This is an optimization exercise on Yosys and OpenROAD, whose aim is small area, a short achievable clock period and few clock cycles per item, not a production implementation.
The RTL was checked by simulation tests, not by an equivalence proof against the original design.

$ cat run.sh
#!/bin/bash
# synth_recipe.tcl (not shown) runs the flow's synth.tcl, then flattens the netlist and writes it again
# the make line also repeats each setting of config.mk as NAME=value (left out here)
make -C /OpenROAD-flow-scripts/flow DESIGN_CONFIG=/design/flow/config.mk WORK_HOME=/design/flow/orfs CLKGATE_MAP_FILE= SYNTH_SCRIPT=/design/flow/synth_recipe.tcl finish
$ cat config.mk
export PLATFORM = sky130hd
export DESIGN_NAME = mac_neuron
export DESIGN_NICKNAME = mac_neuron
export VERILOG_FILES = /design/flow/design.v
export SDC_FILE = /design/flow/constraint.sdc
export NUM_CORES = 4
export LEC_CHECK = 0
export CAP_MARGIN = 20
export CORE_MARGIN = 2
export CORE_UTILIZATION = 40
export PLACE_DENSITY = 0.6
export SLEW_MARGIN = 20
$ cat constraint.sdc
create_clock -name core_clock -period 11.0 [get_ports {clk}]
set_input_delay 2.2000 -clock core_clock [delete_from_list [all_inputs] [get_ports {clk}]]
set_output_delay 2.2000 -clock core_clock [all_outputs]
set_load 0.01 [all_outputs]
$ cat design.v
module mac_neuron(
	input clk,
	input rst,
	input in_valid,
	output in_ready,
	input [15:0] in_x,
	input [15:0] in_w,
	input in_last,
	output reg out_valid,
	output [15:0] out_data
);
reg [15:0] mult;
reg mult_valid, mult_last;
reg first;
reg [15:0] result;
assign in_ready = 1'b1;
assign out_data = result;
always @(posedge clk) begin
	if (rst) begin
		mult_valid <= 1'b0;
		out_valid <= 1'b0;
		first <= 1'b1;
	end
	else begin
		mult_valid <= in_valid;
		if (in_valid) begin
			mult <= multiplication(in_x, in_w);
			mult_last <= in_last;
		end
		out_valid <= mult_valid & mult_last;
		if (mult_valid) begin
			result <= signed_addition(first ? 16'h0000 : result, mult);
			first <= mult_last;
		end
	end
end
function [15:0] signed_addition(input [15:0] a, b);
reg signed [16:0] sum;
begin
	sum = $signed({a[15], a}) + $signed({b[15], b});
	if (sum > 17'sd32767) signed_addition = 16'h7FFF;
	else if (sum < -17'sd32767) signed_addition = 16'h8001;
	else signed_addition = sum[15:0];
end
endfunction
function [15:0] multiplication(input [15:0] a, b);
reg signed [31:0] temp;
reg signed [22:0] q;
reg round_up;
begin
	temp = $signed(a) * $signed(b);
	round_up = temp[8] & (temp[9] | (|temp[7:0]));
	q = $signed(temp[31:9]) + $signed({22'd0, round_up});
	if (q > 23'sd32767) multiplication = 16'h7FFF;
	else if (q < -23'sd32767) multiplication = 16'h8001;
	else multiplication = q[15:0];
end
endfunction
endmodule
==> results.txt <==
==> how the worst max path moves through the flow <==
stage	end	cells after the start	startpoint	slack (ns)
6_report	mult[0]	27	in_x[15]	0.62
5_1_grt	mult[0]	27	in_x[15]	0.07
4_1_cts	mult[0]	27	in_x[15]	0.48
3_5_place_dp	mult[0]	27	in_x[15]	0.21
3_3_place_gp	mult[0]	27	in_x[15]	0.37
2_1_floorplan	mult[0]	28	in_x[15]	1.56
==> cell type report <==
type / count / area [um2] / share of cell area
well taps: 442 / 553.0 / 0.03812
clock buffers: 6 / 128.9 / 0.008882
flip-flops and latches: 36 / 1051 / 0.07244
clock inverters: 2 / 35.03 / 0.002415
multi-input cells: 1061 / 10880 / 0.7497
repair buffers: 68 / 640.6 / 0.04415
inverters: 326 / 1224 / 0.08434
==> critical path, stage by stage <==
cell	delay (ns)
clkdlybuf4s50_1	0.70
nand2_1	0.26
inv_1	0.11
fa_1	0.60
inv_1	0.07
fa_1	0.52
inv_1	0.31
fa_1	0.50
fa_1	0.49
fa_1	0.54
inv_1	0.05
fa_1	0.53
inv_1	0.04
ha_1	0.37
nand2_1	0.06
o21ai_0	0.46
nor2b_1	0.11
a31oi_2	0.40
xnor2_1	0.24
nand2_1	0.09
a21oi_1	0.32
o2111ai_2	0.22
nor3_2	0.25
xor2_2	0.30
inv_2	0.09
or3_1	0.38
a21o_1	0.16
==> layer usage <==
metal,up-vias,part of all wire,routed length [um]
met4,0,0.014,433
met5,-,0,0
li1,4643,-,-
met1,5029,0.44,13110
met2,187,0.52,15410
met3,28,0.032,961
==> state kept, by name (all words and copies together), names as in the netlist <==
signal / cells
mult_valid: 1
mult_last: 1
first: 1
out_valid: 1
result: 16
mult: 16
==> cells in the final DEF, fill, tap and decap left out, drive strengths merged, types with 9 or more instances in the layout <==
cell type / instances
edfxtp: 33
a21oi: 65
a21o: 13
ha: 99
xnor2: 41
nand2: 159
inv: 326
buf: 16
fa: 263
nor2: 43
and2: 117
xor2: 20
nor2b: 25
nand4: 10
nand2b: 9
clkdlybuf4s50: 52
nand3: 23
o21ai: 34
nor3: 9
==> per-stage QoR <==
step / worst slack, ns / instance area [um2] / utilization / hold slack (ns)
2_1_floorplan: 1.555 / 13370 / - / 0.4452
3_3_place_gp: 0.3691 / 14340 / 0.4385 / 0.4692
3_5_place_dp: 0.2146 / 14340 / 0.4385 / 0.4676
4_1_cts: 0.4767 / 14500 / 0.4435 / 0.4807
5_1_grt: 0.07207 / 14510 / 0.4437 / 0.5068
6_report: 0.6230 / 14510 / 0.4437 / 0.4775
==> cells by family after synthesis <==
group | Yosys count | synth area share
compound gates | 187 | 0.1021
fa+ha+maj | 369 | 0.4918
xor+xnor | 61 | 0.04334
other cells | 1 | 0.0002806
flops | 36 | 0.07863
buf+inv | 377 | 0.1081
mux | 4 | 0.002996
simple gates | 439 | 0.1727
==> key figures <==
Synth
  – FF+latch count, synth: 36
  – Ys async rst share: 0
  – Synth Cell Area: around 13000 um2
  – Area contributors post-synth: fa_1 39%, ha_1 9.3%, inv_1 9.1%
  – Post-synth EDFFs: 33
  – Synth Flop Type: edfxtp_1
  – Mapped Cells: 1474
  – Yosys top cell area share: 0.3939
  – Mapped Nets: around 1900
  – Sequential element share of the synthesized area: 0.07863
  – Synth area leader: fa_1
  – Mean post-synth cell area: 9.068 um2
  – Post-synth top cells: 325 x inv_1, 263 x fa_1, 158 x nand2_1
  – Post-synth cell types: 91
  – Count leader, synth: inv_1
  – Ys Warns: 1

Critical path
  – CP Class: primary input to flip-flop
  – WP data required: about 11 ns
  – Worst reg-to-reg setup slack: ~6.0 ns
  – RR Endpoint: result[2]
  – R2r startpoint: first
  – Reg2Reg Depth: 15
  – Worst-path maximum fanout: 16
  – Arrival @ worst endpoint: between 10 and 15 ns
  – Startpoint type of the worst setup path: primary input
  – Critical Path End Type: flip-flop

Clocking
  – Clk buf depth: 2
  – Setup Fix Bufs, Post-CTS: 0
  – Post_cts resized: 0
  – CTS tree: done
  – Cts bufs inserted: 5
  – CTS Sinks: 36
  – Clock-pin slew on the worst setup and hold paths: approximately 0.06 ns
  – Skew-Pair Late Insertion Delay: 0.28 ns
  – Max H-tree Level: 2
  – CTS Root Cell: clkbuf_16
  – Hold-fix buffers at CTS: 0

Timing
  – Unrepaired setup endpoints after global routing: false
  – Ratio of final minimum period to clock period: 0.9434
  – Setup Skew: 0.005889 ns
  – Slew Viols, Final: 0
  – Setup_tns: 0 ns
  – Relative slew slack: 0.4939
  – Max Freq: 0.09637 GHz
  – Slew @ Worst Pin: 0.7568 ns
  – Setup violators final: 0
  – Final Hold Violating Endpoints: 0
  – Min cycle time layout: 10.38 ns

Finish
  – Layout cells sized above 1: 0.04937
  – Fillers: roughly 3300
  – Non-Filler Instances: 1941
  – P&R area growth vs syn: 8.546%
  – # diodes: 0
  – Nets: 1896

Global routing
  – Vias in the first global route: about 11000
  – GR peak layer: met2
  – GR Util met1: 0.2440
  – Total track usage: 0.1820
  – Largest net degree at the start of global routing: 18
  – GR Layer Usage met3: 0.01110
  – First-pass GRT wire length: 52780 um
  – Grt total ovfl: 0
  – Initial antenna violation count: 0
  – Met2 Usage GRT: 0.3297

Job
  – Max_cap viols: 0

Route
  – Vias: 9887
  – Vias per Instance: 5.094
  – Initial detailed-routing violation count: just over 500
  – WL per Instance: approximately 15 um
  – DRC Markers: 0
  – First-pass detailed-route iteration total: 5
  – Routed Wire Length: 29910 um
  – Antenna viol nets, final: 0

Run status
  – Status: finished clean

Min path
  – Hold Path Depth: 1
  – Hold path start: mult_last
  – Hold Path End: first
  – Worst min path class: flip-flop to flip-flop

Floorplanning
  – Ports: 54
  – Total core area: 32700 um2
  – Die X: 186.8 um
  – Core Rows: 66
  – Starting density of the core: 0.4087
  – Die H: 186.8 um
  – Die ar.: about 35000 um2

Placed design
  – Routability cong.: 0.8602
  – Placed insts: 1933
  – IO Port Bufs: 52
  – Final HPWL DP: 25400 um
Testbench counts, summed over its fixed seeds: cycles 8,208, items 8,192.

==> afterwards: timing with drivers on the ports <==
No port has a modelled driver above. Below, the same layout with a new extraction and two added sets of constraints.
Step 1 (the two cells are an assumption about what drives the block):
set clk [get_ports {clk}]
set_driving_cell -lib_cell sky130_fd_sc_hd__clkbuf_16 $clk
set_driving_cell -lib_cell sky130_fd_sc_hd__buf_2 [delete_from_list [all_inputs] $clk]
Step 2 also shifts input and output timing later by t, the mid clock arrival at the registers, as if the neighbouring blocks saw the same clock.
Slacks: ideal ports / drivers / drivers and shift; pairs: ideal ports / drivers.
shift t [ns]: 0.308
setup slack, ns: 0.623 / 0.635 / 0.326
worst setup path after step 2: input to register
clock arrival spread, ns: 0.006 / 0.005
pins driven straight from the clock port: 1
After both steps setup and hold are still met in this run. The setup slack of this run moves by +0.012 ns with the drivers and by -0.297 ns with both steps.
